Background: an optimization exercise with open tools, aiming at small area, a short achievable clock period and few clock cycles per item. Do not read the settings as production practice.
At most, simulation tests tie the RTL to the original design; equivalence was not proved.
Only the layout flow was run in runs 6 to 8; the RTL was not checked for function there.
Power figures rest on the tool's default switching activity, not on a simulated workload.

[flow/design.v]
`timescale 1ns / 1ps
module prng (
	input clk,     
	input rst,   
	input [31:0] seed,
	input start,
	input cont,
	output reg done,
	output [31:0] rand_num
);
localparam B  = 4;                 
localparam NB = (31 + B - 1) / B;  
reg [30:0] acc;    
reg  [2:0] cnt;    
reg  [3:0] nen;    
wire busy = !nen[0];
assign rand_num = {1'b0, acc};
wire [30:0] nen_bits = {{7{nen[3]}}, {8{nen[2]}}, {8{nen[1]}}, {8{nen[0]}}};
wire [30:0] b = ~({acc[2:0], acc[30:3]} | nen_bits);
wire [30:0] g = acc & b;    
wire [30:0] p = acc ^ b;    
localparam LB = (B > 8) ? 4 : (B > 4) ? 3 : (B > 2) ? 2 : (B > 1) ? 1 : 0;   
wire [30:0] lg [0:LB];
wire [30:0] lp [0:LB];
wire [30:0] gl = lg[LB];
wire [30:0] pl = lp[LB];
assign lg[0] = g;
assign lp[0] = p;
wire [NB-1:0] bg, bp;
wire [30:0] c;
genvar i, j, k;
generate
	for (k = 0; k < LB; k = k + 1) begin : local_level
		for (i = 0; i < 31; i = i + 1) begin : local_bit
			localparam LO = i - i % B;
			localparam OFF = i % B;
			localparam J = LO + (OFF & ~((2 << k) - 1)) + (1 << k) - 1;
			if ((OFF >> k) & 1) begin : merge
				assign lg[k+1][i] = lg[k][i] | lp[k][i] & lg[k][J];
				assign lp[k+1][i] = lp[k][i] & lp[k][J];
			end else begin : pass
				assign lg[k+1][i] = lg[k][i];
				assign lp[k+1][i] = lp[k][i];
			end
		end
	end
	for (j = 0; j < NB; j = j + 1) begin : block_gp
		localparam TOP = (j * B + B - 1 > 30) ? 30 : j * B + B - 1;
		assign bg[j] = gl[TOP];
		assign bp[j] = pl[TOP];
	end
endgenerate
localparam L = (NB > 16) ? 5 : (NB > 8) ? 4 : (NB > 4) ? 3 : (NB > 2) ? 2 : 1;   
wire [NB-1:0] cg [0:L];
wire [NB-1:0] cp [0:L];
assign cg[0] = bg;
assign cp[0] = bp;
generate
	for (k = 0; k < L; k = k + 1) begin : ring_level
		for (j = 0; j < NB; j = j + 1) begin : ring_block
			localparam J2 = (j + NB - (1 << k) % NB) % NB;
			assign cg[k+1][j] = cg[k][j] | cp[k][j] & cg[k][J2];
			assign cp[k+1][j] = cp[k][j] & cp[k][J2];
		end
	end
	for (i = 0; i < 31; i = i + 1) begin : carry
		localparam BI = i / B;
		localparam BPREV = (BI + NB - 1) % NB;
		if (i % B == 0) begin : first
			assign c[i] = cg[L][BPREV];
		end else begin : next
			assign c[i] = gl[i-1] | pl[i-1] & cg[L][BPREV];
		end
	end
endgenerate
wire [30:0] x = (busy || done) ? p : {seed[15:0], seed[30:16]};
always @(posedge clk)
	acc <= x ^ c;
always @(posedge clk) begin
	if (rst) begin
		nen  <= 4'hf;
		done <= 1'b0;
		cnt  <= 3'd0;
	end else if (busy) begin
		cnt <= cnt + 3'd1;
		if (cnt == 3'd4)        nen[0] <= 1'b1;
		if (cnt[2])             nen[1] <= 1'b1;
		if (cnt[2] && !cnt[1])  nen[2] <= 1'b1;
		if (cnt[2] && !cnt[0])  nen[3] <= 1'b1;
		if (cnt == 3'd4)        done  <= 1'b1;
	end else if (done) begin
		if (!start) done <= 1'b0;
	end else if (start) begin
		nen <= 4'd0;
		cnt <= 3'd0;
	end
end
endmodule
[flow/flow/run.sh]
#!/bin/bash
# The standard layout (standard.sh) with these changes:
#  - synthesis: ABC's technology mapping (&nf) may relax delay for area
#    (-R 20); everything else, registers included, is as in the standard flow;
#  - the port buffers are plain buffers (sky130_fd_sc_hd__buf_1) instead of
#    the cell buffer_ports picks by itself;
#  - timing repair aims for 6.35 ns of setup slack.
set -euo pipefail
cp -r "$FLOW_HOME/scripts" scripts
sed -i 's/^&nf$/\&nf -R 20/' scripts/abc_speed.script
export SCRIPTS_DIR="$PWD/scripts"
export BUFFER_PORTS_ARGS="-buffer_cell sky130_fd_sc_hd__buf_1"
export SETUP_SLACK_MARGIN=6.35
bash standard.sh > standard.log 2>&1
[flow/standard.sh]
#!/bin/bash
# synth_recipe.tcl (not shown) runs the flow's synth.tcl, then flattens the netlist and writes it again
# the make line also repeats each setting of config.mk as NAME=value (left out here)
make -C /OpenROAD-flow-scripts/flow DESIGN_CONFIG=/design/flow/config.mk WORK_HOME=/design/flow/orfs CLKGATE_MAP_FILE= SYNTH_SCRIPT=/design/flow/synth_recipe.tcl "${@:-finish}"
[flow/config.mk]
export PLATFORM = sky130hd
export DESIGN_NAME = prng
export DESIGN_NICKNAME = prng
export VERILOG_FILES = /design/flow/design.v
export SDC_FILE = /design/flow/constraint.sdc
export NUM_CORES = 8
export LEC_CHECK = 0
export CAP_MARGIN = 20
export CORE_MARGIN = 2
export CORE_UTILIZATION = 40
export SLEW_MARGIN = 70
[flow/constraint.sdc]
create_clock -name core_clock -period 9.0 [get_ports {clk}]
set_input_delay 1.8000 -clock core_clock [delete_from_list [all_inputs] [get_ports {clk}]]
set_output_delay 1.8000 -clock core_clock [all_outputs]
set_load 0.01 [all_outputs]
==> flow_metrics.env, run 1 <==
export IMPL_synth_simple_gate_area_frac=0.1717
export IMPL_hold_end="cnt[1]"
export IMPL_drv_slew=0
export IMPL_yosys_top_cells_area="dfxtp_1 (27%), ha_1 (15%), mux2i_1 (9.9%)"
export IMPL_die_h_um=88.29
export IMPL_rows=30
export IMPL_synthFlopType="dfxtp_1"
export IMPL_hold_start="cnt[1]"
export IMPL_ir_drop_mv=0.1356
export IMPL_grt_max_degree=21
export IMPL_whs_path_depth=2
export IMPL_synth_cell_types=47
export IMPL_vias=2559
export IMPL_antenna_found_initial=0
export IMPL_dr_pass1_iters=4
export IMPL_syn2layout_area_growth_pct=19.29
export IMPL_r2r_start="nen[0]"
export IMPL_ys_seq_area_frac=0.2748
export IMPL_synthCells=336
export IMPL_setup_viol_count_final=0
export IMPL_syn_num_nets=405
export IMPL_cp_cell_sequence="buf_2"
export IMPL_p_leak_nw=1.516
export IMPL_synthAdderAreaFrac=0.1453
export IMPL_ys_seq_elements=39
export IMPL_track_usage=0.1737
export IMPL_cts_made_buffers=5
export IMPL_clk_pin_slew_worst_paths_ps=90
export IMPL_pin_count=69
export IMPL_rrSetupSlack_ps=6490
export IMPL_seq_area_um2=829.5
export IMPL_clockBufferDepth=2
export IMPL_cp_slowest_cell="dfxtp_1"
export IMPL_synth_compound_area_frac=0.1836
export IMPL_initial_core_util=0.4159
export IMPL_r2r_cells=10
export IMPL_syn_area_um2=2841
export IMPL_start_kind="register"
export IMPL_htree_levels=2
export IMPL_final_util=0.4962
export IMPL_async_flop_share=0
export IMPL_grt_overflow=0
export IMPL_grt_setup_unrepaired="yes"
export IMPL_port_buffers=65
export IMPL_drt_iter0_drc=64
export IMPL_grt_pass1_wl_um=10670
export IMPL_synth_edf_count=0
export IMPL_num_antenna_cells=0
export IMPL_cts_tree="done"
export IMPL_finalSetupTns_ps=0
export IMPL_power_total_mw=1.103
export IMPL_cts_hold_buffers=0
export IMPL_die_area_um2=7794
export IMPL_crit_buf_inv=1
export IMPL_end_kind="output port"
export IMPL_setup_slack_ps=6370
export IMPL_drv_cap=0
export IMPL_synthXorXnorAreaFrac=0.09555
export IMPL_yosys_top_cells_count="nor2_1 (46), dfxtp_1 (39), a21oi_1 (36)"
export IMPL_yosysTopAreaCell="dfxtp_1"
export IMPL_fmax_ghz=0.3803
export IMPL_cts_root_buffer="clkbuf_8"
export IMPL_wirelength_um=6745
export IMPL_critPathMaxStageDelay_ps=380
export IMPL_drive_gt1_frac=0.2357
export IMPL_clock_sinks=39
export IMPL_final_fill_count=710
export IMPL_crit_required_ps=7200
export IMPL_critPathKind="reg -> out"
export IMPL_fin_crit_sh=0.2922
export IMPL_dpl_hpwl_um=5420
export IMPL_crit_family="flip-flops"
export IMPL_status="finished clean"
export IMPL_gp_congestion=0.8203
export IMPL_ant_nets=0
export IMPL_nNetsFinal=471
export IMPL_r2r_end="acc[19]"
export IMPL_synth_top_area_frac=0.2748
export IMPL_synth_mux_area_frac=0.09863
export IMPL_yosysMostFrequentCell="nor2_1"
export IMPL_power_density_nw_per_um2=325.4
export IMPL_syn_avg_cell_area_um2=8.457
export IMPL_viasPerCell=5.128
export IMPL_hold_viol=0
export IMPL_critPathArrivalTime_ps=830
export IMPL_critPathMaxFanout=3
export IMPL_clock_skew_ps=12.73
export IMPL_pre_cts_slack_ps=6222
export IMPL_drc=0
export IMPL_clock_latency_ps=300
export IMPL_wl_per_cell_um=13.52
export IMPL_fp_coreArea_um2=6832
export IMPL_grt_pass1_vias=2348
export IMPL_hold_path_class="reg -> reg"
export IMPL_period_needed_ps=2630
export IMPL_die_w_um=88.29
export IMPL_multi_input_area_um2=2004
export IMPL_synth_top_family_by_area="compound AO/OA/AOI/OAI gates"
export IMPL_yosysWarningCount=1
## kinds of logic after synthesis
| kind of cell | after synthesis |
|---|---|
| AOI/OAI and AO/OA | 84 |
| xor gates and xnor gates | 31 |
| adders and majority gates | 33 |
| buffers and inverters | 18 |
| DFF | 39 |
| muxes | 28 |
| other | 1 |
| and+or+nand+nor | 102 |
## report_power, final
part | internal [mW] | total, mW | leakage, nW | switching, mW
registers | 0.269 | 0.341 | 0.329 | 0.0721
clock network | 0.0626 | 0.131 | 0.0474 | 0.0682
logic | 0.273 | 0.631 | 1.14 | 0.358
## through the flow
stage	hold slack (ps)	area [µm²]	cells
after floorplan	458.4	2841	336
after global placement	482.7	3172	489
after detailed placement	488.7	3181	490
after CTS	502.9	3301	498
after global routing	532.8	3390	499
final	500.6	3390	499
## per-layer routing
metal | part of all wire | global-route usage
met3 | 0.050 | 0.04011
met5 | 0 | 0
met4 | 0.0080 | 0.04270
met2 | 0.46 | 0.2843
met1 | 0.48 | 0.2326
## repair_timing
action,4_1_cts,5_1_grt
buffers inserted,0,1
resized for setup,16,52
endpoints found under the setup margin,16,41
hold endpoints to repair,0,0
pin swaps,0,1
## worst max-delay path by stage
stage                        from      endpoint  slack [ps]  cells after the start
final                     acc[28]  rand_num[28]        6370                      1
after global routing       nen[2]       acc[19]        6300                     10
after CTS                  nen[0]       acc[19]        6320                     10
after detailed placement   nen[0]       acc[19]        6220                     10
after global placement     nen[0]       acc[19]        6100                     10
after floorplan            nen[0]       acc[23]        6530                     11
## layout make-up
cell class | count | area share
inverters | 9 | 0.009967
multi-input cells | 279 | 0.5914
clock inverters | 2 | 0.004799
clock buffers | 6 | 0.02436
repair buffers | 68 | 0.08933
flip-flops and latches | 39 | 0.2447
well taps | 96 | 0.03544
## sequential cells by signal, indices dropped and copies added (netlist names)
signal / cells
nen: 4
acc: 31
done: 1
cnt: 3
## cell usage in the layout (no fill, tap or decap), types with 2 or more instances in the layout
master	instances
o21bai_1	2
and4_4	3
nand2_1	20
a221o_1	2
and2_1	2
o21a_1	2
a21oi_1	35
inv_1	9
dfxtp_4	3
nor2_1	44
and3_1	4
dfxtp_2	30
a21o_1	4
dfxtp_1	6
clkbuf_2	20
clkbuf_8	6
nand2b_1	6
xnor2_1	17
o21ai_1	6
buf_2	9
nor3_1	4
and4_1	2
a31oi_1	3
nand3_1	5
a21oi_2	6
mux2i_1	28
xor2_1	14
buf_4	3
o21ai_0	11
nor2_2	2
o21ai_2	4
nand4_1	2
ha_1	33
buf_1	36
or3_1	2
Testbench counts, summed over its fixed seeds: cycles 18,432, items 2,048.
==> inputs of run 2 (changes only) <==
==> flow/flow/run.sh (replaced) <==
#!/bin/bash
# The standard layout (standard.sh) with these changes:
#  - synthesis: ABC's technology mapping (&nf) may relax delay for area
#    (-R 20); everything else, registers included, is as in the standard flow;
#  - the port buffers are plain buffers (sky130_fd_sc_hd__buf_1) instead of
#    the cell buffer_ports picks by itself;
#  - timing repair aims for 6.0 ns of setup slack.
set -euo pipefail
cp -r "$FLOW_HOME/scripts" scripts
sed -i 's/^&nf$/\&nf -R 20/' scripts/abc_speed.script
export SCRIPTS_DIR="$PWD/scripts"
export BUFFER_PORTS_ARGS="-buffer_cell sky130_fd_sc_hd__buf_1"
export SETUP_SLACK_MARGIN=6.0
bash standard.sh > standard.log 2>&1
--- a/flow/config.mk
+++ b/flow/config.mk
@@ -5,6 +5,7 @@
 export SDC_FILE = /design/flow/constraint.sdc
 export NUM_CORES = 8
 export LEC_CHECK = 0
+export ABC_AREA = 1
 export CAP_MARGIN = 20
 export CORE_MARGIN = 2
 export CORE_UTILIZATION = 40
==> run 2 against run 1 <==
Critical endpoint is now rand_num[14]. Maximum frequency is 1.5% lower. Cell area is 14% higher. Clock power is 5% lower. Register-to-register slack better by 420 ps. Power is 1.5% higher. Core utilization is 2.7 points lower. Non-clock buffer count is 3 lower. Flip-flop and latch count stayed put.
==> flow_metrics.env, run 2 <==
export IMPL_ys_seq_elements=39
export IMPL_period_needed_ps=2670
export IMPL_yosys_top_cells_count="nand2_1 (207), inv_1 (127), nor2_1 (49)"
export IMPL_viasPerCell=4.495
export IMPL_ant_nets=0
export IMPL_port_buffers=65
export IMPL_crit_family="flip-flops"
export IMPL_hold_ws_ps=464.5
export IMPL_grt_pass1_vias=3111
export IMPL_yosys_top_cells_area="dfxtp_1 (23%), nand2_1 (23%), inv_1 (14%)"
export IMPL_power_density_nw_per_um2=288.7
export IMPL_cts_tree="done"
export IMPL_syn_area_um2=3441
export IMPL_cts_made_buffers=5
export IMPL_clock_latency_ps=300
export IMPL_final_fill_count=929
export IMPL_setup_viol_count_final=0
export IMPL_status="finished clean"
export IMPL_clk_pin_slew_worst_paths_ps=90
export IMPL_syn_num_nets=660
export IMPL_hold_viol=0
export IMPL_ir_drop_mv=0.1109
export IMPL_wirelength_um=7572
export IMPL_setup_slack_ps=6330
export IMPL_nNetsFinal=722
export IMPL_yosysWarningCount=1
export IMPL_cp_cell_sequence="buf_1"
export IMPL_async_flop_share=0
export IMPL_syn_avg_cell_area_um2=5.822
export IMPL_grt_pass1_wl_um=13130
export IMPL_drv_slew=0
export IMPL_htree_levels=2
export IMPL_clock_sinks=39
export IMPL_hold_path_class="reg -> reg"
export IMPL_synthCells=591
export IMPL_clock_skew_ps=12.15
export IMPL_final_common_cell="nand2_1"
export IMPL_fp_coreArea_um2=8258
export IMPL_clockBufferDepth=2
export IMPL_start_kind="register"
export IMPL_power_total_mw=1.120
export IMPL_layout_common_cells="nand2_1 (207), inv_1 (127), buf_1 (65)"
export IMPL_cts_root_buffer="clkbuf_8"
export IMPL_drt_iter0_drc=102
export IMPL_grt_setup_unrepaired="no"
export IMPL_pre_cts_slack_ps=6538
export IMPL_dpl_hpwl_um=6194
export IMPL_critPathMaxStageDelay_ps=380
export IMPL_synthFlopType="dfxtp_1"
export IMPL_cts_resized=0
export IMPL_die_w_um=96.75
export IMPL_critPathArrivalTime_ps=870
export IMPL_final_util=0.4695
export IMPL_initial_core_util=0.4167
export IMPL_pin_count=69
export IMPL_fmax_ghz=0.3745
export IMPL_end_kind="output port"
export IMPL_grt_overflow=0
export IMPL_ys_seq_area_frac=0.2269
export IMPL_crit_buf_inv=1
export IMPL_yosysTopAreaCell="dfxtp_1"
export IMPL_grt_max_degree=55
export IMPL_vias=3412
export IMPL_drive_gt1_frac=0.08410
export IMPL_largest_reg_flops=31
export IMPL_yosysMostFrequentCell="nand2_1"
export IMPL_drc=0
export IMPL_syn2layout_area_growth_pct=12.69
export IMPL_wl_per_cell_um=9.976
export IMPL_dr_pass1_iters=4
export IMPL_top_register="acc"
export IMPL_num_antenna_cells=0
export IMPL_critPathKind="reg -> out"
export IMPL_cp_slowest_cell="dfxtp_1"
export IMPL_die_area_um2=9360
export IMPL_crit_required_ps=7200
export IMPL_fin_crit_sh=0.2967
export IMPL_critPathMaxFanout=3
export IMPL_drv_cap=0
export IMPL_cts_hold_buffers=0
export IMPL_finalSetupTns_ps=0
export IMPL_post_cts_buffers=0
export IMPL_antenna_found_initial=0
export IMPL_synth_top_area_frac=0.2269
export IMPL_die_h_um=96.75
export IMPL_rows=33
export IMPL_biggestRegsByFlops="acc x31, nen x4, cnt x3"
export IMPL_track_usage=0.1644
export IMPL_gp_congestion=0.8477
export IMPL_synth_cell_types=20
export IMPL_p_leak_nw=2.151
export IMPL_synth_edf_count=0
## run 2: cells by family (layout without fill, tap and decap cells)
group,after synthesis,after routing,synth area share
AO/OA/AOI/OAI,46,46,0.06764
XOR/XNOR,8,8,0.02036
adder cells (fa/ha/maj),33,33,0.1200
buffers and inverters,144,207,0.1585
flip-flops,39,39,0.2269
multiplexers,8,8,0.02618
other,1,1,0.001090
AND/OR/NAND/NOR,312,312,0.3793
## run 2: power by group
part	internal, mW	switching [mW]	leakage (nW)	total (mW)
Sequential	0.251	0.0767	0.327	0.327
Combinational	0.244	0.422	1.78	0.667
Clock	0.0541	0.0714	0.0402	0.125
## run 2: layout make-up
cell class / count / area (µm²) / area share
inverter: 134 / 503.0 / 0.1297
clock buffer: 5 / 68.82 / 0.01775
multi-input combinational: 408 / 2128 / 0.5489
tap: 105 / 131.4 / 0.03388
sequential: 39 / 782.0 / 0.2017
clock inverter: 3 / 20.02 / 0.005163
timing repair buffer: 65 / 244.0 / 0.06292
## run 2: per-stage QoR
| stage | cells | cell area (µm²) |
|---|---|---|
| after global placement | 751 | 3774 |
| after detailed placement | 751 | 3789 |
| final | 759 | 3877 |
| after global routing | 759 | 3877 |
| after CTS | 759 | 3877 |
| after floorplan | 591 | 3441 |
## run 2: final timing paths
path | depth (start not counted) | startpoint | slack, ps | endpoint
max reg2reg | 15 | nen[2] | 6910 | acc[15]
max | 1 | acc[14] | 6330 | rand_num[14]
min reg2reg | 2 | cnt[2] | 460 | cnt[2]
min | 2 | cnt[2] | 460 | cnt[2]
## run 2: layer usage
layer	share of wire	global-route usage
met5	0	0
met2	0.46	0.2783
met1	0.50	0.2162
met4	0.011	0.03900
met3	0.033	0.03179
==> inputs of run 3 (changes only) <==
==> flow/flow/run.sh (replaced) <==
#!/bin/bash
# The standard layout (standard.sh) with these changes:
#  - synthesis: ABC's technology mapping (&nf) may relax delay for area
#    (-R 20); everything else, registers included, is as in the standard flow;
#  - the port buffers are plain buffers (sky130_fd_sc_hd__buf_1) instead of
#    the cell buffer_ports picks by itself;
#  - timing repair aims for 6.4 ns of setup slack.
set -euo pipefail
cp -r "$FLOW_HOME/scripts" scripts
sed -i 's/^&nf$/\&nf -R 20/' scripts/abc_speed.script
export SCRIPTS_DIR="$PWD/scripts"
export BUFFER_PORTS_ARGS="-buffer_cell sky130_fd_sc_hd__buf_1"
export SETUP_SLACK_MARGIN=6.4
bash standard.sh > standard.log 2>&1
==> run 3 against run 2 <==
Sequential share of layout area down 0.81 points. Power up 14%. Flip-flop and latch count unchanged. Core utilization up 4.5 points. Register-to-register slack about the same. Via count up 3.6%. Sequential power down 4%. Non-clock buffer count up 31. Cell count up 4.1%. Routed wire length up 5.6%. Cell area up 9.5%. Largest power group unchanged.
==> flow_metrics.env, run 3 <==
export IMPL_syn_area_um2=3441
export IMPL_crit_buf_inv=1
export IMPL_ys_seq_area_frac=0.2269
export IMPL_final_common_cell="nand2_1"
export IMPL_clk_pin_slew_worst_paths_ps=90
export IMPL_crit_required_ps=7200
export IMPL_r2r_start="nen[2]"
export IMPL_p_sw_frac=0.4629
export IMPL_yosysMostFrequentCell="nand2_1"
export IMPL_syn2layout_area_growth_pct=23.42
export IMPL_grt_overflow=0
export IMPL_ir_drop_mv=0.1322
export IMPL_fin_area_um2=4247
export IMPL_num_antenna_cells=0
export IMPL_finalSetupTns_ps=0
export IMPL_top_register="acc"
export IMPL_power_density_nw_per_um2=301.7
export IMPL_setup_viol_count_final=0
export IMPL_htree_levels=2
export IMPL_clock_sinks=39
export IMPL_crit_family="flip-flops"
export IMPL_initial_core_util=0.4167
export IMPL_pre_cts_slack_ps=6538
export IMPL_cts_tree="done"
export IMPL_critPathArrivalTime_ps=760
export IMPL_final_util=0.5142
export IMPL_hold_path_class="reg -> reg"
export IMPL_seq_power_share=0.246
export IMPL_ys_seq_elements=39
export IMPL_yosys_top_cells_count="nand2_1 (207), inv_1 (127), nor2_1 (49)"
export IMPL_start_kind="register"
export IMPL_die_w_um=96.75
export IMPL_antenna_found_initial=0
export IMPL_place_area_um2=3789
export IMPL_dr_pass1_iters=4
export IMPL_fp_coreArea_um2=8258
export IMPL_hold_end="cnt[2]"
export IMPL_r2r_cells=15
export IMPL_async_flop_share=0
export IMPL_syn_avg_cell_area_um2=5.822
export IMPL_die_h_um=96.75
export IMPL_grt_max_degree=55
export IMPL_vias=3536
export IMPL_clock_latency_ps=300
export IMPL_clockPowerShare=0.097
export IMPL_setup_slack_ps=6436
export IMPL_synthFlopType="dfxtp_1"
export IMPL_cp_slowest_cell="dfxtp_2"
export IMPL_biggestRegsByFlops="acc x31, nen x4, cnt x3"
export IMPL_p_leak_nw=2.411
export IMPL_critPathKind="reg -> out"
export IMPL_period_needed_ps=2564
export IMPL_combPwrFrac=0.657
export IMPL_nNetsFinal=753
export IMPL_track_usage=0.1691
export IMPL_cts_made_buffers=5
export IMPL_clockBufferDepth=2
export IMPL_yosysWarningCount=1
export IMPL_synth_edf_count=0
export IMPL_status="finished clean"
export IMPL_hold_viol=0
export IMPL_pin_count=69
export IMPL_rows=33
export IMPL_clock_skew_ps=11.27
export IMPL_cp_cell_sequence="buf_2"
export IMPL_seq_area_um2=822.0
export IMPL_port_buffers=65
export IMPL_synthCells=591
export IMPL_yosys_top_cells_area="dfxtp_1 (23%), nand2_1 (23%), inv_1 (14%)"
export IMPL_die_area_um2=9360
export IMPL_fmax_ghz=0.3900
export IMPL_ant_nets=0
export IMPL_hold_start="cnt[2]"
export IMPL_fin_crit_sh=0.2849
export IMPL_multi_input_area_um2=2128
export IMPL_synth_cell_types=20
export IMPL_wirelength_um=7995
export IMPL_drive_gt1_frac=0.2190
export IMPL_p_int_mw=0.6882
export IMPL_viasPerCell=4.476
export IMPL_wl_per_cell_um=10.12
export IMPL_drv_cap=0
export IMPL_grt_pass1_wl_um=13430
export IMPL_critPathMaxStageDelay_ps=340
export IMPL_rrSetupSlack_ps=6900
export IMPL_synth_top_area_frac=0.2269
export IMPL_drc=0
export IMPL_syn_num_nets=660
export IMPL_largest_reg_flops=31
export IMPL_yosysTopAreaCell="dfxtp_1"
export IMPL_grt_pass1_vias=3170
export IMPL_grt_setup_unrepaired="yes"
export IMPL_end_kind="output port"
export IMPL_gp_congestion=0.8477
export IMPL_drv_slew=0
export IMPL_r2r_end="acc[15]"
export IMPL_drt_iter0_drc=107
export IMPL_final_fill_count=892
export IMPL_layout_common_cells="nand2_1 (207), inv_1 (127), nor2_1 (49)"
export IMPL_p_switching_mw=0.5930
export IMPL_whs_path_depth=2
export IMPL_critPathMaxFanout=2
export IMPL_dpl_hpwl_um=6194
export IMPL_power_total_mw=1.281
export IMPL_cts_root_buffer="clkbuf_8"
-- run 3: cell count changes in the layout (fill, tap and decap cells not counted) --
| cell | change |
|---|---|
| dfxtp_1 | -32 |
| buf_4 | +31 |
| buf_2 | +23 |
| buf_1 | -32 |
| dfxtp_2 | +32 |
| buf_6 | +9 |
-- run 3: cell families (layout without fill, tap and decap cells) --
| family | after synthesis | in the layout | share of synthesized area |
|---|---|---|---|
| other | 1 | 1 | 0.001090 |
| buffers and inverters | 144 | 238 | 0.1585 |
| multiplexers | 8 | 8 | 0.02618 |
| AND/OR/NAND/NOR | 312 | 312 | 0.3793 |
| AO/OA/AOI/OAI | 46 | 46 | 0.06764 |
| XOR/XNOR | 8 | 8 | 0.02036 |
| adder cells (fa/ha/maj) | 33 | 33 | 0.1200 |
| flip-flops | 39 | 39 | 0.2269 |
-- run 3: worst max path at each step --
stage	startpoint	endpoint	cells past startpoint
after floorplan	seed[5]	acc[20]	2
after detailed placement	start	nen[3]	6
final	acc[8]	rand_num[8]	1
after global routing	acc[22]	rand_num[22]	1
after CTS	acc[10]	rand_num[10]	1
after global placement	start	nen[3]	6
-- run 3: cell type report --
class | count | area share
flip-flops and latches | 39 | 0.1936
well taps | 105 | 0.03094
clock buffers | 5 | 0.01621
clock inverters | 3 | 0.004714
multi-input cells | 408 | 0.5012
inverters | 134 | 0.1184
repair buffers | 96 | 0.1349
-- run 3: per-layer routing --
| layer | vias up | part of all wire | global-route usage |
|---|---|---|---|
| met5 | - | 0 | 0 |
| met3 | 8 | 0.030 | 0.03179 |
| li1 | 1940 | - | - |
| met2 | 51 | 0.47 | 0.2879 |
| met1 | 1537 | 0.49 | 0.2218 |
| met4 | 0 | 0.011 | 0.03900 |
-- run 3: power groups by stage --
| stage | clock, mW | combinational [mW] | sequential (mW) |
|---|---|---|---|
| 6_report | 0.125 | 0.842 | 0.315 |
| 5_1_grt | 0.139 | 0.957 | 0.325 |
| 4_1_cts | 0.132 | 0.757 | 0.326 |
| 3_5_place_dp | 0 | 0.671 | 0.333 |
| 3_3_place_gp | 0 | 0.657 | 0.334 |
| 2_1_floorplan | 0 | 0.489 | 0.342 |
-- run 3: per-stage QoR --
stage	instances	hold WS, ps
6_report	790	463.8
3_5_place_dp	751	456.1
3_3_place_gp	751	449.8
5_1_grt	790	516.8
2_1_floorplan	591	436.7
4_1_cts	773	469.9
-- run 3: what timing repair did --
action	4_1_cts	5_1_grt
cloned	0	0
hold buffers	0	0
gates resized for setup	64	9
endpoints found under the setup margin	32	23
pin swaps	0	0
buffers inserted	14	17
==> inputs of run 4 (changes only) <==
==> flow/flow/run.sh (replaced) <==
#!/bin/bash
# The standard layout (standard.sh) with these changes:
#  - synthesis: ABC's technology mapping (&nf) may relax delay for area
#    (-R 20); everything else, registers included, is as in the standard flow;
#  - the port buffers are plain buffers (sky130_fd_sc_hd__buf_1) instead of
#    the cell buffer_ports picks by itself;
#  - timing repair aims for 6.3 ns of setup slack.
set -euo pipefail
cp -r "$FLOW_HOME/scripts" scripts
sed -i 's/^&nf$/\&nf -R 20/' scripts/abc_speed.script
export SCRIPTS_DIR="$PWD/scripts"
export BUFFER_PORTS_ARGS="-buffer_cell sky130_fd_sc_hd__buf_1"
export SETUP_SLACK_MARGIN=6.3
bash standard.sh > standard.log 2>&1
==> run 4 against run 3 <==
Critical path depth did not move. Power fell by 12%. Cell count fell by 3.9%. Via count fell by 2.8%. Clock power barely moved. Combinational power fell by about 20%. Sequential share of layout area rose by 0.95 points. Die area did not move. Critical path type unchanged. Largest cell class unchanged. Largest power group unchanged.
==> flow_metrics.env, run 4 <==
export IMPL_status="finished clean"
export IMPL_yosys_top_cells_area="dfxtp_1 (23%), nand2_1 (23%), inv_1 (14%)"
export IMPL_start_kind="register"
export IMPL_syn_num_nets=660
export IMPL_cts_tree="done"
export IMPL_antenna_found_initial=0
export IMPL_fmax_ghz=0.3753
export IMPL_wirelength_um=7601
export IMPL_rows=33
export IMPL_ys_seq_area_frac=0.2269
export IMPL_syn2layout_area_growth_pct=13.16
export IMPL_clock_sinks=39
export IMPL_grt_max_degree=55
export IMPL_clock_skew_ps=13.24
export IMPL_ant_nets=0
export IMPL_syn_area_um2=3441
export IMPL_crit_family="flip-flops"
export IMPL_drv_slew=0
export IMPL_die_area_um2=9360
export IMPL_hold_ws_ps=464.3
export IMPL_cts_root_buffer="clkbuf_8"
export IMPL_final_util=0.4715
export IMPL_pin_count=69
export IMPL_yosysWarningCount=1
export IMPL_period_needed_ps=2664
export IMPL_cp_cell_sequence="buf_1"
export IMPL_synthFlopType="dfxtp_1"
export IMPL_clockBufferDepth=2
export IMPL_crit_required_ps=7200
export IMPL_grt_overflow=0
export IMPL_htree_levels=2
export IMPL_synthCells=591
export IMPL_crit_start="acc[9]"
export IMPL_wl_per_cell_um=10.01
export IMPL_fin_crit_sh=0.2961
export IMPL_grt_pass1_vias=3111
export IMPL_track_usage=0.1644
export IMPL_die_h_um=96.75
export IMPL_port_buffers=65
export IMPL_hold_path_class="reg -> reg"
export IMPL_drt_iter0_drc=109
export IMPL_yosysTopAreaCell="dfxtp_1"
export IMPL_drive_gt1_frac=0.1040
export IMPL_power_density_nw_per_um2=289.7
export IMPL_hold_viol=0
export IMPL_end_kind="output port"
export IMPL_grt_pass1_wl_um=13130
export IMPL_synth_cell_types=20
export IMPL_synth_edf_count=0
export IMPL_dr_pass1_iters=4
export IMPL_dpl_hpwl_um=6194
export IMPL_viasPerCell=4.528
export IMPL_fp_coreArea_um2=8258
export IMPL_drc=0
export IMPL_finalSetupTns_ps=0
export IMPL_drv_cap=0
export IMPL_hold_start="cnt[2]"
export IMPL_gp_congestion=0.8477
export IMPL_clk_pin_slew_worst_paths_ps=90
export IMPL_critPathMaxFanout=3
export IMPL_setup_viol_count_final=0
export IMPL_die_w_um=96.75
export IMPL_top_register="acc"
export IMPL_clock_latency_ps=300
export IMPL_yosys_top_cells_count="nand2_1 (207), inv_1 (127), nor2_1 (49)"
export IMPL_ys_seq_elements=39
export IMPL_vias=3437
export IMPL_critPathKind="reg -> out"
export IMPL_yosysMostFrequentCell="nand2_1"
export IMPL_r2r_start="nen[2]"
export IMPL_ir_drop_mv=0.1104
export IMPL_nNetsFinal=722
export IMPL_initial_core_util=0.4167
export IMPL_async_flop_share=0
export IMPL_cp_slowest_cell="dfxtp_1"
export IMPL_dp_cells=751
export IMPL_grt_setup_unrepaired="no"
export IMPL_layout_common_cells="nand2_1 (207), inv_1 (127), buf_1 (59)"
export IMPL_crit_buf_inv=1
export IMPL_critPathArrivalTime_ps=860
export IMPL_final_common_cell="nand2_1"
export IMPL_stdcell_count=759
export IMPL_syn_avg_cell_area_um2=5.822
export IMPL_p_leak_nw=2.169
export IMPL_synth_top_area_frac=0.2269
export IMPL_largest_reg_flops=31
export IMPL_critPathMaxStageDelay_ps=390
export IMPL_num_antenna_cells=0
export IMPL_cts_made_buffers=5
export IMPL_biggestRegsByFlops="acc x31, nen x4, cnt x3"
## run 4: cell count changes in the layout (fill, tap and decap cells not counted), sizes merged
cell / change
buf: -37
clkbuf: +6
## run 4: kinds of logic (layout without fill, tap and decap cells)
family,after synthesis,count (layout),share of synthesized area
other cells,1,1,0.001090
fa+ha+maj,33,33,0.1200
mux,8,8,0.02618
simple gates,312,312,0.3793
buf+inv,144,207,0.1585
xor+xnor,8,8,0.02036
compound gates,46,46,0.06764
flops,39,39,0.2269
## run 4: through the flow
stage | worst slack, ps | power [mW] | cell area, µm²
after detailed placement | 6538 | 1.004 | 3789
after floorplan | 6682 | 0.8313 | 3441
final | 6336 | 1.128 | 3894
after CTS | 6305 | 1.135 | 3877
after global routing | 6301 | 1.259 | 3894
after global placement | 6550 | 0.9901 | 3774
## run 4: power by group
group / internal (mW) / total, mW / switching [mW]
clock: 0.0541 / 0.126 / 0.0715
combinational: 0.248 / 0.671 / 0.423
sequential: 0.255 / 0.332 / 0.0773
total: 0.557 / 1.13 / 0.571
## run 4: timing repair
item / CTS / global route
hold buffers: 0 / 0
gates resized for setup: 0 / 13
hold endpoints to repair: 0 / 0
endpoints found under the setup margin: 0 / 13
buffers inserted: 0 / 0
## run 4: worst paths after layout
check | depth (start not counted) | slack [ps] | endpoint
setup reg to reg | 15 | 6940 | acc[15]
setup / recovery | 1 | 6340 | rand_num[9]
hold / removal | 2 | 460 | cnt[2]
hold reg to reg | 2 | 460 | cnt[2]
## run 4: final cells by class
type / count / area, µm²
Fill cell: 930 / 4364
Multi-Input combinational cell: 408 / 2128
Sequential cell: 39 / 790.8
Inverter: 134 / 503.0
Timing Repair Buffer: 65 / 251.5
Tap cell: 105 / 131.4
Clock buffer: 5 / 68.82
Clock inverter: 3 / 20.02
## run 4: per-layer routing
metal	up-vias	track usage	wire length (µm)
li1	1886	-	-
met1	1489	0.2162	3711
met2	54	0.2783	3521
met3	8	0.03179	278
met4	0	0.03900	90
met5	-	0	0
==> inputs of run 5 (changes only) <==
--- a/flow/design.v
+++ b/flow/design.v
@@ -73,7 +73,9 @@
 		end
 	end
 endgenerate
-wire [30:0] x = (busy || done) ? p : {seed[15:0], seed[30:16]};
+wire [3:0]  keep = ~nen | {4{done}};
+wire [30:0] keep_bits = {{7{keep[3]}}, {8{keep[2]}}, {8{keep[1]}}, {8{keep[0]}}};
+wire [30:0] x = (p & keep_bits) | ({seed[15:0], seed[30:16]} & ~keep_bits);
 always @(posedge clk)
 	acc <= x ^ c;
 always @(posedge clk) begin
--- a/flow/config.mk
+++ b/flow/config.mk
@@ -5,7 +5,6 @@
 export SDC_FILE = /design/flow/constraint.sdc
 export NUM_CORES = 8
 export LEC_CHECK = 0
-export ABC_AREA = 1
 export CAP_MARGIN = 20
 export CORE_MARGIN = 2
 export CORE_UTILIZATION = 40
==> run 5 against run 4 <==
Core utilization up 4.3 points. Critical path depth unchanged. Register-to-register slack worse by 550 ps. Highest routed layer unchanged. Clock skew down 5.0 ps. Global-route usage up 2.1 points. Hold slack better by 43 ps. Critical path type unchanged. Largest power group unchanged. Largest cell class unchanged.
==> flow_metrics.env, run 5 <==
export IMPL_drv_slew=0
export IMPL_syn_area_um2=2829
export IMPL_rows=30
export IMPL_drt_iter0_drc=90
export IMPL_status="finished clean"
export IMPL_dpl_hpwl_um=5627
export IMPL_yosysWarningCount=1
export IMPL_clock_latency_ps=300
export IMPL_clock_skew_ps=8.223
export IMPL_initial_core_util=0.4141
export IMPL_clockBufferDepth=2
export IMPL_dr_pass1_iters=5
export IMPL_clk_pin_slew_worst_paths_ps=90
export IMPL_critPathMaxFanout=3
export IMPL_clockPowerShare=0.106
export IMPL_setup_slack_ps=6349
export IMPL_synthFlopType="dfxtp_1"
export IMPL_combPwrFrac=0.609
export IMPL_cp_slowest_cell="dfxtp_1"
export IMPL_finalSetupTns_ps=0
export IMPL_grt_max_degree=14
export IMPL_pin_count=69
export IMPL_pre_cts_slack_ps=6141
export IMPL_die_area_um2=7761
export IMPL_viasPerCell=5.319
export IMPL_ys_seq_area_frac=0.2760
export IMPL_die_w_um=88.10
export IMPL_nNetsFinal=470
export IMPL_seq_power_share=0.285
export IMPL_synth_edf_count=0
export IMPL_htree_levels=2
export IMPL_r2r_start="nen[1]"
export IMPL_antenna_found_initial=0
export IMPL_grt_pass1_vias=2415
export IMPL_gp_congestion=0.8446
export IMPL_synth_cell_types=46
export IMPL_wl_per_cell_um=14.63
export IMPL_fin_crit_sh=0.2946
export IMPL_critPathMaxStageDelay_ps=390
export IMPL_fmax_ghz=0.3772
export IMPL_grt_setup_unrepaired="yes"
export IMPL_yosys_top_cells_area="dfxtp_1 (28%), ha_1 (15%), mux2i_1 (9.2%)"
export IMPL_crit_buf_inv=1
export IMPL_end_kind="output port"
export IMPL_start_kind="register"
export IMPL_syn2layout_area_growth_pct=24.15
export IMPL_hold_path_class="reg -> reg"
export IMPL_drive_gt1_frac=0.1716
export IMPL_async_flop_share=0
export IMPL_final_common_cell="buf_1"
export IMPL_place_area_um2=3199
export IMPL_port_buffers=65
export IMPL_yosysTopAreaCell="dfxtp_1"
export IMPL_p_switching_mw=0.5507
export IMPL_grt_overflow=0
export IMPL_setup_viol_count_final=0
export IMPL_critPathKind="reg -> out"
export IMPL_crit_required_ps=7200
export IMPL_r2r_cells=10
export IMPL_ant_nets=0
export IMPL_grt_pass1_wl_um=11400
export IMPL_cts_root_buffer="clkbuf_8"
export IMPL_fp_coreArea_um2=6832
export IMPL_clock_sinks=39
export IMPL_ir_drop_mv=0.1386
export IMPL_crit_family="flip-flops"
export IMPL_whs_path_depth=2
export IMPL_cp_cell_sequence="buf_1"
export IMPL_power_density_nw_per_um2=327.8
export IMPL_vias=2649
export IMPL_critPathArrivalTime_ps=850
export IMPL_cts_tree="done"
export IMPL_period_needed_ps=2651
export IMPL_syn_num_nets=394
export IMPL_hold_viol=0
export IMPL_hold_start="cnt[1]"
export IMPL_top_register="acc"
export IMPL_num_antenna_cells=0
export IMPL_layout_common_cells="buf_1 (65), nor2_1 (39), ha_1 (31)"
export IMPL_ys_seq_elements=39
export IMPL_r2r_end="acc[7]"
export IMPL_drc=0
export IMPL_synth_top_area_frac=0.2760
export IMPL_largest_reg_flops=31
export IMPL_syn_avg_cell_area_um2=8.705
export IMPL_biggestRegsByFlops="acc x31, nen x4, cnt x3"
export IMPL_power_total_mw=1.151
export IMPL_synthCells=325
export IMPL_yosys_top_cells_count="dfxtp_1 (39), nor2_1 (39), ha_1 (33)"
export IMPL_p_leak_nw=1.542
export IMPL_p_sw_frac=0.4783
export IMPL_drv_cap=0
export IMPL_fin_area_um2=3512
export IMPL_rrSetupSlack_ps=6390
export IMPL_cts_made_buffers=5
export IMPL_p_int_mw=0.6006
export IMPL_final_util=0.5141
export IMPL_die_h_um=88.10
export IMPL_hold_end="cnt[1]"
export IMPL_wirelength_um=7286
export IMPL_track_usage=0.1852
-- run 5: changes by cell type after synthesis, sizes merged, moves of 14 or more --
cell   change
o21ai     -14
mux2i     +26
a21oi     +18
inv      -127
xnor2     +17
nand2    -205
nor2      -24
nand3     -18
-- run 5: tightest hold or removal path, delay by kind of cell, from the launching register on --
family | cells | cell delay [ps]
and+or+nand+nor | 1 | 70
AOI/OAI and AO/OA | 1 | 60
DFF | 1 | 330
-- run 5: area by class of cell --
class	instances	area, µm²
multi-input combinational	271	2141
clock buffer	5	68.82
tap	96	120.1
sequential	39	804.5
inverter	7	26.28
fill	714	3319
timing repair buffer	77	331.6
clock inverter	3	20.02
-- run 5: cell families (layout without fill, tap and decap cells) --
family	count (synthesis)	count (layout)	share of synthesized area
xor gates and xnor gates	29	29	0.08978
and+or+nand+nor	95	95	0.1614
muxes	28	28	0.09996
DFF	39	39	0.2760
buffers and inverters	15	92	0.02167
other	1	1	0.001326
adders and majority gates	33	33	0.1460
AOI/OAI and AO/OA	85	85	0.2039
-- run 5: how the worst max path moves through the flow --
stage | start | to | slack [ps] | cells past startpoint
after floorplan | nen[0] | acc[7] | 6340 | 11
after global placement | nen[0] | acc[7] | 6100 | 10
after detailed placement | nen[2] | acc[7] | 6140 | 10
after CTS | nen[3] | acc[7] | 6300 | 10
after global routing | nen[2] | acc[19] | 6250 | 10
final | acc[22] | rand_num[22] | 6350 | 1
-- run 5: what timing repair did --
action,CTS,global route
pin swaps,0,12
setup buffers,2,8
resized for setup,8,32
hold buffers,0,0
setup endpoints to repair,9,13
-- run 5: layer usage --
metal	global-route usage	part of all wire	up-vias
met1	0.2618	0.47	1221
met3	0.03959	0.052	7
met5	0	0	-
li1	-	-	1354
met2	0.2879	0.46	67
met4	0.04683	0.012	0
-- run 5: power groups by stage --
stage / clock network [mW] / logic (mW) / registers, mW
floorplan: 0 / 0.431 / 0.345
global placement: 0 / 0.604 / 0.332
detailed placement: 0 / 0.620 / 0.333
CTS: 0.127 / 0.629 / 0.328
global route: 0.134 / 0.777 / 0.341
finish: 0.123 / 0.701 / 0.328
-- run 5: through the flow --
step                      cells  hold slack [ps]
after floorplan             325            458.4
after global placement      479            481.7
after detailed placement    480            495.8
after CTS                   490            508.0
after global routing        498            541.5
final                       498            507.1
Testbench counts of run 5, summed over its fixed seeds: cycles 18,432, items 2,048.
==> inputs of run 6 (changes only) <==
--- a/flow/design.v
+++ b/flow/design.v
@@ -78,23 +78,22 @@
 wire [30:0] x = (p & keep_bits) | ({seed[15:0], seed[30:16]} & ~keep_bits);
 always @(posedge clk)
 	acc <= x ^ c;
+always @(posedge clk)
+	cnt <= busy ? cnt + 3'd1 : 3'd0;
 always @(posedge clk) begin
 	if (rst) begin
 		nen  <= 4'hf;
 		done <= 1'b0;
-		cnt  <= 3'd0;
 	end else if (busy) begin
-		cnt <= cnt + 3'd1;
 		if (cnt == 3'd4)        nen[0] <= 1'b1;
 		if (cnt[2])             nen[1] <= 1'b1;
 		if (cnt[2] && !cnt[1])  nen[2] <= 1'b1;
 		if (cnt[2] && !cnt[0])  nen[3] <= 1'b1;
-		if (cnt == 3'd4)        done  <= 1'b1;
+		if (cnt == 3'd4)        done   <= 1'b1;
 	end else if (done) begin
 		if (!start) done <= 1'b0;
 	end else if (start) begin
 		nen <= 4'd0;
-		cnt <= 3'd0;
 	end
 end
 endmodule
==> run 6 against run 5 <==
Sequential share of layout area rose by 0.66 points. Clock skew barely moved. Cell area fell by 3.0%. Routed wire length fell by 5.7%. Hold slack got worse by 57 ps. Clock power rose by 46%. Non-clock buffer count fell by 8. Count of clock-buffer cells in the layout did not move. Flip-flop and latch count did not move. Critical endpoint is now rand_num[10].
==> flow_metrics.env, run 6 <==
export IMPL_ys_seq_area_frac=0.2791
export IMPL_yosysTopAreaCell="dfxtp_1"
export IMPL_p_switching_mw=0.5073
export IMPL_syn_num_nets=397
export IMPL_place_area_um2=3167
export IMPL_cp_slowest_cell="dfxtp_1"
export IMPL_cts_hold_buffers=0
export IMPL_setup_slack_ps=6342
export IMPL_hold_start="cnt[0]"
export IMPL_clock_latency_ps=300
export IMPL_die_h_um=87.63
export IMPL_synth_cell_types=42
export IMPL_cp_cell_sequence="buf_1"
export IMPL_htree_levels=2
export IMPL_num_antenna_cells=0
export IMPL_grt_overflow=0
export IMPL_biggestRegsByFlops="acc x31, nen x4, cnt x3"
export IMPL_ant_nets=0
export IMPL_seq_power_share=0.287
export IMPL_viasPerCell=5.203
export IMPL_hold_end="cnt[0]"
export IMPL_largest_reg_flops=31
export IMPL_routed_wl_met3_um=274
export IMPL_synthFlopType="dfxtp_1"
export IMPL_pin_count=69
export IMPL_drc=0
export IMPL_initial_core_util=0.4118
export IMPL_fmax_ghz=0.3762
export IMPL_synthAdderAreaFrac=0.1476
export IMPL_synth_simple_gate_area_frac=0.1637
export IMPL_critPathArrivalTime_ps=860
export IMPL_yosys_top_cells_count="nor2_1 (44), dfxtp_1 (39), ha_1 (33)"
export IMPL_period_needed_ps=2658
export IMPL_end_kind="output port"
export IMPL_dpl_hpwl_um=5385
export IMPL_fin_area_um2=3408
export IMPL_crit_required_ps=7200
export IMPL_clock_skew_ps=8.455
export IMPL_hold_viol=0
export IMPL_critPathMaxStageDelay_ps=390
export IMPL_gp_congestion=0.8263
export IMPL_clock_sinks=39
export IMPL_yosysWarningCount=1
export IMPL_synth_top_area_frac=0.2791
export IMPL_status="finished clean"
export IMPL_ir_drop_mv=0.1439
export IMPL_crit_family="flip-flops"
export IMPL_layout_common_cells="buf_1 (61), nor2_1 (42), ha_1 (33)"
export IMPL_nNetsFinal=464
export IMPL_crit_buf_inv=1
export IMPL_finalSetupTns_ps=0
export IMPL_grt_pass1_wl_um=10880
export IMPL_synthCells=328
export IMPL_stdcell_count=492
export IMPL_antenna_found_initial=0
export IMPL_wirelength_um=6874
export IMPL_die_w_um=87.63
export IMPL_top_register="acc"
export IMPL_drive_gt1_frac=0.1288
export IMPL_drt_iter0_drc=93
export IMPL_drv_cap=0
export IMPL_clockBufferDepth=2
export IMPL_p_leak_nw=1.561
export IMPL_cts_tree="done"
export IMPL_syn_area_um2=2798
export IMPL_met1Wirelength_um=3379
export IMPL_pre_cts_slack_ps=6188
export IMPL_drv_slew=0
export IMPL_yosysMostFrequentCell="nor2_1"
export IMPL_rows=30
export IMPL_clk_pin_slew_worst_paths_ps=90
export IMPL_synth_top_family_by_area="compound AO/OA/AOI/OAI gates"
export IMPL_ys_seq_elements=39
export IMPL_grt_max_degree=15
export IMPL_rrSetupSlack_ps=6370
export IMPL_grt_pass1_vias=2367
export IMPL_cts_made_buffers=5
export IMPL_die_area_um2=7679
export IMPL_fin_crit_sh=0.2953
export IMPL_track_usage=0.1782
export IMPL_setup_viol_count_final=0
export IMPL_yosys_top_cells_area="dfxtp_1 (28%), ha_1 (15%), mux2i_1 (11%)"
export IMPL_wl_per_cell_um=13.97
export IMPL_r2r_end="acc[3]"
export IMPL_vias=2560
export IMPL_grt_setup_unrepaired="yes"
export IMPL_async_flop_share=0
export IMPL_cts_root_buffer="clkbuf_8"
export IMPL_dp_cells=480
export IMPL_whs_path_depth=1
export IMPL_port_buffers=65
export IMPL_synth_edf_count=0
export IMPL_critPathKind="reg -> out"
export IMPL_p_sw_frac=0.4438
export IMPL_routed_top_layer="met4"
export IMPL_r2r_cells=11
export IMPL_combPwrFrac=0.556
export IMPL_dr_pass1_iters=4
export IMPL_fp_coreArea_um2=6794
export IMPL_wl_met2_um=3194
export IMPL_synth_compound_area_frac=0.1780
export IMPL_synth_mux_area_frac=0.1073
export IMPL_synthXorXnorAreaFrac=0.1002
export IMPL_start_kind="register"
export IMPL_final_common_cell="buf_1"
export IMPL_r2r_start="nen[0]"
export IMPL_syn2layout_area_growth_pct=21.82
export IMPL_p_int_mw=0.6357
export IMPL_power_density_nw_per_um2=335.4
export IMPL_clockPowerShare=0.157
export IMPL_hold_path_class="reg -> reg"
export IMPL_syn_avg_cell_area_um2=8.530
export IMPL_critPathMaxFanout=3
run 6: area by class of cell:
type                            count  area, µm²
Multi-Input combinational cell    273       2043
Timing Repair Buffer               69      279.0
Clock inverter                      3      67.56
Inverter                            7      26.28
Clock buffer                        5      68.82
Tap cell                           96      120.1
Fill cell                         696       3386
Sequential cell                    39      803.3
run 6: repair_timing:
item                                    CTS  global route
pin swaps                                 0             3
gates resized for setup                   5            25
buffers inserted                          1             3
endpoints found under the setup margin    5            16
run 6: worst max path at each step:
stage / from / cells after the start / to
finish: acc[10] / 1 / rand_num[10]
CTS: nen[2] / 10 / acc[19]
global placement: nen[0] / 10 / acc[19]
detailed placement: nen[1] / 10 / acc[19]
floorplan: nen[0] / 11 / acc[19]
global route: nen[1] / 10 / acc[23]
run 6: kinds of logic (layout without fill, tap and decap cells):
family                     count (synthesis)  count (layout)
buffers and inverters                     16              84
DFF                                       39              39
AOI/OAI and AO/OA                         80              80
adders and majority gates                 33              33
xor gates and xnor gates                  32              32
and+or+nand+nor                           97              97
muxes                                     30              30
other                                      1               1
run 6: power groups by stage:
stage | clock network (mW) | logic, mW | registers (mW)
after floorplan | 0 | 0.420 | 0.346
after global placement | 0 | 0.589 | 0.333
after detailed placement | 0 | 0.604 | 0.333
after CTS | 0.183 | 0.606 | 0.329
after global routing | 0.190 | 0.714 | 0.340
final | 0.180 | 0.635 | 0.328
run 6: per-stage QoR:
| stage | util | power (mW) | hold WS, ps |
|---|---|---|---|
| floorplan | - | 0.7658 | 417.3 |
| global placement | 0.4599 | 0.9215 | 436.5 |
| detailed placement | 0.4661 | 0.9367 | 440.0 |
| CTS | 0.4886 | 1.118 | 454.4 |
| global route | 0.5017 | 1.245 | 477.4 |
| finish | 0.5017 | 1.143 | 450.2 |
run 6: per-layer routing:
layer / track usage / vias up
met2: 0.2961 / 52
li1: - / 1318
met4: 0.03357 / 0
met1: 0.2407 / 1188
met3: 0.03676 / 2
met5: 0 / -
==> inputs of run 7 (changes only) <==
==> flow/flow/run.sh (replaced) <==
#!/bin/bash
# The standard layout (standard.sh) with these changes:
#  - synthesis: ABC maps the logic with flow/abc.script instead of ORFS's
#    abc_speed.script; everything else, registers included, is as in the
#    standard flow;
#  - the port buffers are plain buffers (sky130_fd_sc_hd__buf_1) instead of
#    the cell buffer_ports picks by itself;
#  - timing repair aims for 6.3 ns of setup slack.
set -euo pipefail
cp -r "$FLOW_HOME/scripts" scripts
cp flow/abc.script scripts/abc_speed.script
export SCRIPTS_DIR="$PWD/scripts"
export BUFFER_PORTS_ARGS="-buffer_cell sky130_fd_sc_hd__buf_1"
export SETUP_SLACK_MARGIN=6.3
bash standard.sh > standard.log 2>&1
==> flow/flow/abc.script (new file) <==
strash
dch
amap
topo
stime -c
buffer -c
upsize -c
dnsize -c
==> run 7 against run 6 <==
Still clean. Hold slack better by 34 ps. Maximum frequency is 0.91% lower. Sequential power about the same. Sequential share of layout area increased by 0.73 points. Core utilization down 1.3 points. Area after synthesis decreased by 1.9%. Critical endpoint is now rand_num[5].
==> flow_metrics.env, run 7 <==
export IMPL_synth_top_area_frac=0.2844
export IMPL_clock_skew_ps=9.962
export IMPL_syn_num_nets=423
export IMPL_cts_made_buffers=5
export IMPL_syn_area_um2=2745
export IMPL_ir_drop_mv=0.1646
export IMPL_final_common_cell="nor2_1"
export IMPL_drive_gt1_frac=0.1415
export IMPL_hold_path_class="reg -> reg"
export IMPL_crit_buf_inv=1
export IMPL_hold_viol=0
export IMPL_vias=2757
export IMPL_cp_cell_sequence="buf_1"
export IMPL_crit_required_ps=7200
export IMPL_status="finished clean"
export IMPL_crit_family="flip-flops"
export IMPL_cts_tree="done"
export IMPL_largest_reg_flops=31
export IMPL_cp_slowest_cell="dfxtp_1"
export IMPL_die_area_um2=7541
export IMPL_layout_common_cells="nor2_1 (73), buf_1 (64), a21oi_1 (33)"
export IMPL_wl_per_cell_um=13.79
export IMPL_initial_core_util=0.4086
export IMPL_dp_cells=494
export IMPL_critPathMaxStageDelay_ps=410
export IMPL_p_leak_nw=1.346
export IMPL_rows=30
export IMPL_yosysTopAreaCell="dfxtp_1"
export IMPL_yosys_top_cells_area="dfxtp_1 (28%), ha_1 (15%), nor2_1 (11%)"
export IMPL_start_kind="register"
export IMPL_pre_cts_slack_ps=6191
export IMPL_port_buffers=65
export IMPL_syn2layout_area_growth_pct=19.69
export IMPL_biggestRegsByFlops="acc x31, nen x4, cnt x3"
export IMPL_drc=0
export IMPL_power_density_nw_per_um2=338.9
export IMPL_fmax_ghz=0.3728
export IMPL_critPathKind="reg -> out"
export IMPL_async_flop_share=0
export IMPL_yosysWarningCount=1
export IMPL_grt_pass1_wl_um=11520
export IMPL_num_antenna_cells=0
export IMPL_ant_nets=0
export IMPL_wirelength_um=7046
export IMPL_critPathMaxFanout=3
export IMPL_cts_hold_buffers=0
export IMPL_yosysMostFrequentCell="nor2_1"
export IMPL_clk_pin_slew_worst_paths_ps=80
export IMPL_clock_latency_ps=300
export IMPL_end_kind="output port"
export IMPL_ys_seq_area_frac=0.2844
export IMPL_drt_iter0_drc=88
export IMPL_cts_root_buffer="clkbuf_8"
export IMPL_htree_levels=2
export IMPL_setup_slack_ps=6318
export IMPL_viasPerCell=5.395
export IMPL_synthCells=354
export IMPL_grt_setup_unrepaired="yes"
export IMPL_critPathArrivalTime_ps=880
export IMPL_track_usage=0.1895
export IMPL_fp_coreArea_um2=6719
export IMPL_grt_pass1_vias=2624
export IMPL_clockBufferDepth=2
export IMPL_period_needed_ps=2682
export IMPL_dpl_hpwl_um=5543
export IMPL_drv_cap=0
export IMPL_ys_seq_elements=39
export IMPL_gp_congestion=0.8413
export IMPL_grt_overflow=0
export IMPL_synth_edf_count=0
export IMPL_grt_max_degree=13
export IMPL_dr_pass1_iters=4
export IMPL_final_fill_count=677
export IMPL_top_register="acc"
export IMPL_die_w_um=86.84
export IMPL_antenna_found_initial=0
export IMPL_clock_sinks=39
export IMPL_pin_count=69
export IMPL_finalSetupTns_ps=0
export IMPL_syn_avg_cell_area_um2=7.755
export IMPL_die_h_um=86.84
export IMPL_synth_cell_types=31
export IMPL_stdcell_count=511
export IMPL_setup_viol_count_final=0
export IMPL_drv_slew=0
export IMPL_nNetsFinal=499
export IMPL_yosys_top_cells_count="nor2_1 (78), dfxtp_1 (39), a21oi_1 (33), ha_1 (33)"
export IMPL_fin_crit_sh=0.2980
export IMPL_synthFlopType="dfxtp_1"
==> run 7: per-stage QoR <==
step	hold WS, ps	utilization	cell area [µm²]	power (mW)
floorplan	412.1	-	2745	0.7886
global placement	456.4	0.4564	3067	0.9476
detailed placement	459.1	0.4575	3074	0.9573
CTS	489.1	0.4702	3159	1.081
global route	519.5	0.4890	3286	1.219
finish	484.0	0.4890	3286	1.113
==> run 7: kinds of logic after synthesis <==
kind of cell,share of synthesized area
AND/OR/NAND/NOR,0.1787
flip-flops,0.2844
adder cells (fa/ha/maj),0.1504
buffers and inverters,0.04239
other,0.001366
AO/OA/AOI/OAI,0.3428
==> run 7: timing repair <==
item / 4_1_cts / 5_1_grt
hold endpoints to repair: 0 / 0
setup buffers: 0 / 9
pin swaps: 0 / 15
resized for setup: 3 / 19
endpoints found under the setup margin: 9 / 19
==> run 7: area by class of cell <==
class,instances,area [µm²],area share
multi-input combinational,285,1896,0.5769
timing repair buffer,74,316.6,0.09634
clock buffer,7,76.32,0.02323
sequential,39,798.3,0.2430
tap,80,100.1,0.03046
inverter,25,93.84,0.02856
clock inverter,1,5.005,0.001523
==> run 7: final timing paths <==
kind | from | to | slack [ps] | cells after the start
hold / removal | cnt[0] | cnt[0] | 480 | 1
setup / recovery | acc[5] | rand_num[5] | 6320 | 1
hold reg to reg | cnt[0] | cnt[0] | 480 | 1
setup reg to reg | nen[1] | acc[11] | 6460 | 12
==> run 7: power breakdown <==
part | switching, mW | total (mW) | internal, mW | leakage, nW
Sequential | 0.0757 | 0.327 | 0.252 | 0.328
Clock | 0.0645 | 0.119 | 0.0545 | 0.0422
Combinational | 0.401 | 0.667 | 0.266 | 0.976
==> run 7: layer usage <==
metal	vias up	track usage	part of all wire	routed length, µm
li1	1454	-	-	-
met5	-	0	0	0
met3	8	0.03524	0.041	287
met2	55	0.3151	0.46	3269
met4	0	0.05824	0.014	97
met1	1240	0.2480	0.48	3390
==> run 7: worst register-to-register path: cells and delay by family (launching register included) <==
kind	cells	cell delay, ps
flops	1	430
compound gates	7	1410
fa+ha+maj	1	320
buf+inv	1	110
simple gates	3	230
==> inputs of run 8 (changes only) <==
==> flow/flow/abc.script (replaced) <==
&get -n
&st
&syn2
&dch
&nf -R 20
&put
buffer -c
topo
stime -c
upsize -c
dnsize -c
==> run 8 against run 7 <==
Synthesized cell count fell by 9.9%. Hold slack got worse by 1.0 ps. Flip-flop and latch count did not move. Still clean. Critical endpoint is now rand_num[0]. Cell area fell by 0.69%.
==> flow_metrics.env, run 8 <==
export IMPL_status="finished clean"
export IMPL_syn_num_nets=388
export IMPL_hold_end="cnt[0]"
export IMPL_cp_slowest_cell="dfxtp_1"
export IMPL_die_area_um2=7476
export IMPL_end_kind="output port"
export IMPL_track_usage=0.1776
export IMPL_rrSetupSlack_ps=6420
export IMPL_hold_start="cnt[0]"
export IMPL_layout_common_cells="buf_1 (63), nor2_1 (52), ha_1 (33)"
export IMPL_yosysWarningCount=1
export IMPL_vias=2449
export IMPL_critPathMaxFanout=3
export IMPL_r2r_start="nen[1]"
export IMPL_cp_cell_sequence="buf_1"
export IMPL_final_fill_count=686
export IMPL_crit_required_ps=7200
export IMPL_busiest_layer="met2"
export IMPL_r2r_cells=11
export IMPL_fp_coreArea_um2=6681
export IMPL_hold_path_class="reg -> reg"
export IMPL_ir_drop_mv=0.1389
export IMPL_clockBufferDepth=2
export IMPL_ys_seq_elements=39
export IMPL_antenna_found_initial=0
export IMPL_num_antenna_cells=0
export IMPL_power_density_nw_per_um2=338.7
export IMPL_place_area_um2=3063
export IMPL_met1_usage=0.2362
export IMPL_ant_nets=0
export IMPL_synth_cell_types=33
export IMPL_ys_seq_area_frac=0.2870
export IMPL_critPathKind="reg -> out"
export IMPL_final_util=0.4884
export IMPL_cts_tree="done"
export IMPL_finalSetupTns_ps=0
export IMPL_final_common_cell="buf_1"
export IMPL_htree_levels=2
export IMPL_clk_pin_slew_worst_paths_ps=80
export IMPL_fmax_ghz=0.3751
export IMPL_initial_core_util=0.4071
export IMPL_use_met3=0.03905
export IMPL_synth_top_area_frac=0.2870
export IMPL_die_h_um=86.47
export IMPL_cts_root_buffer="clkbuf_8"
export IMPL_clock_latency_ps=300
export IMPL_r2r_end="acc[11]"
export IMPL_drc=0
export IMPL_grt_pass1_wl_um=10630
export IMPL_cts_made_buffers=5
export IMPL_drv_cap=0
export IMPL_yosysMostFrequentCell="nor2_1"
export IMPL_critPathMaxStageDelay_ps=400
export IMPL_grt_pass1_vias=2332
export IMPL_drt_iter0_drc=63
export IMPL_wl_per_cell_um=13.97
export IMPL_cts_hold_buffers=0
export IMPL_yosysTopAreaCell="dfxtp_1"
export IMPL_critPathArrivalTime_ps=870
export IMPL_syn_avg_cell_area_um2=8.527
export IMPL_dr_pass1_iters=4
export IMPL_start_kind="register"
export IMPL_drv_slew=0
export IMPL_drive_gt1_frac=0.1234
export IMPL_period_needed_ps=2666
export IMPL_biggestRegsByFlops="acc x31, nen x4, cnt x3"
export IMPL_setup_viol_count_final=0
export IMPL_grt_overflow=0
export IMPL_crit_buf_inv=1
export IMPL_syn2layout_area_growth_pct=19.96
export IMPL_yosys_top_cells_area="dfxtp_1 (29%), ha_1 (15%), mux2i_1 (11%)"
export IMPL_power_total_mw=1.105
export IMPL_fin_area_um2=3263
export IMPL_dpl_hpwl_um=5193
export IMPL_clock_sinks=39
export IMPL_clock_skew_ps=4.864
export IMPL_async_flop_share=0
export IMPL_pin_count=69
export IMPL_whs_path_depth=1
export IMPL_largest_reg_flops=31
export IMPL_rows=30
export IMPL_grt_setup_unrepaired="yes"
export IMPL_p_leak_nw=1.495
export IMPL_nNetsFinal=457
export IMPL_syn_area_um2=2720
export IMPL_top_register="acc"
export IMPL_fin_crit_sh=0.2962
export IMPL_viasPerCell=5.222
export IMPL_grt_max_degree=15
export IMPL_met2_usage=0.2902
export IMPL_synth_edf_count=0
export IMPL_gp_congestion=0.8240
export IMPL_die_w_um=86.47
export IMPL_yosys_top_cells_count="nor2_1 (53), dfxtp_1 (39), ha_1 (33)"
export IMPL_wirelength_um=6550
export IMPL_crit_family="flip-flops"
export IMPL_hold_ws_ps=482.9
export IMPL_port_buffers=65
export IMPL_synthCells=319
export IMPL_synthFlopType="dfxtp_1"
export IMPL_hold_viol=0
## run 8: cell types whose count changed after synthesis, sizes merged, moves of 8 or more
cell and delta:
clkinv -8, xnor2 +19, a21oi -9, xor2 +13
o21a -9, mux2i +29, o22ai -23, a211oi -8
inv -8, nor2 -25, o22a -8
## run 8: worst max-delay path by stage
stage / to / depth (start not counted) / startpoint / slack (ps)
6_report: rand_num[0] / 1 / acc[0] / 6330
5_1_grt: acc[11] / 11 / nen[1] / 6270
4_1_cts: rand_num[0] / 1 / acc[0] / 6320
3_5_place_dp: acc[11] / 10 / nen[1] / 6180
3_3_place_gp: acc[11] / 10 / nen[0] / 6210
2_1_floorplan: acc[3] / 12 / nen[1] / 6450
## run 8: report_power, final
part / leakage, nW / internal (mW) / switching, mW
Clock: 0.0515 / 0.0701 / 0.0650
Sequential: 0.329 / 0.255 / 0.0767
Combinational: 1.11 / 0.267 / 0.372
Total: 1.49 / 0.592 / 0.514
## run 8: what timing repair did
item / CTS / global route
setup buffers: 1 / 4
pin swaps: 0 / 3
hold endpoints to repair: 0 / 0
resized for setup: 4 / 20
setup endpoints to repair: 11 / 16
## run 8: worst reg2reg max path: stages, from the launching register on
cell	delay [ps]
dfxtp_4	390
buf_2	180
nor2_1	60
ha_1	320
nand2_1	80
o21ai_1	230
a31oi_2	150
o31ai_2	290
a31oi_2	220
o21ai_1	270
a21oi_1	120
xor2_1	160
## run 8: layout make-up
| cell class | count | area (µm²) | area share |
|---|---|---|---|
| inverters | 9 | 33.78 | 0.01035 |
| clock buffers | 8 | 100.1 | 0.03067 |
| flip-flops and latches | 39 | 799.5 | 0.2450 |
| repair buffers | 70 | 281.5 | 0.08627 |
| multi-input cells | 263 | 1948 | 0.5970 |
| well taps | 80 | 100.1 | 0.03067 |
## run 8: routing by layer
metal / wire length [µm] / share of wire / vias to the layer above
met3: 267 / 0.041 / 6
met5: 0 / 0 / -
li1: - / - / 1269
met2: 3082 / 0.47 / 50
met1: 3127 / 0.48 / 1124
met4: 72 / 0.011 / 0
## run 8: stage by stage
| step | std cells | worst slack, ps |
|---|---|---|
| after floorplan | 319 | 6452 |
| after CTS | 465 | 6319 |
| after detailed placement | 456 | 6181 |
| after global routing | 469 | 6272 |
| after global placement | 456 | 6213 |
| final | 469 | 6334 |
## run 8: logic make-up after synthesis
family	synth area share
XOR/XNOR	0.1030
adder cells (fa/ha/maj)	0.1518
AND/OR/NAND/NOR	0.1573
buffers and inverters	0.02484
flip-flops	0.2870
multiplexers	0.1067
other	0.001379
AO/OA/AOI/OAI	0.1679

==> afterwards: timing with drivers on the ports <==
How much do the figures lean on ideal ports? The routed layouts below were timed once more, with nothing changed but the port constraints. Step 1 (the two cells are an assumption about what drives the block):
set clk [get_ports {clk}]
set_driving_cell -lib_cell sky130_fd_sc_hd__clkbuf_16 $clk
set_driving_cell -lib_cell sky130_fd_sc_hd__buf_2 [delete_from_list [all_inputs] $clk]
Step 2 adds t to the input delays and takes it off the output delays; t is the mean of the earliest and latest rising clock arrival at the registers after step 1. Input paths then give back, and output paths get back, about the clock's delay inside the block. Three values: no drivers, after step 1, after step 2; two values: the first two.
run	shift t [ns]	setup WS [ns]	cell pins on the clock port's net
run 1	0.327	6.370 / 6.340 / 6.410	1
run 2	0.331	6.330 / 6.297 / 6.533	1
run 3	0.330	6.436 / 6.403 / 6.520	1
run 4	0.331	6.336 / 6.302 / 6.529	1
run 5	0.327	6.349 / 6.317 / 6.219	1
run 6	0.323	6.342 / 6.315 / 6.371	1
run 7	0.326	6.318 / 6.288 / 6.459	1
run 8	0.326	6.334 / 6.305 / 6.405	1
After both steps setup and hold are still met in every run listed. For run 5, which loses most, drivers alone change the setup slack by -0.032 ns; drivers and shift together by -0.130 ns.
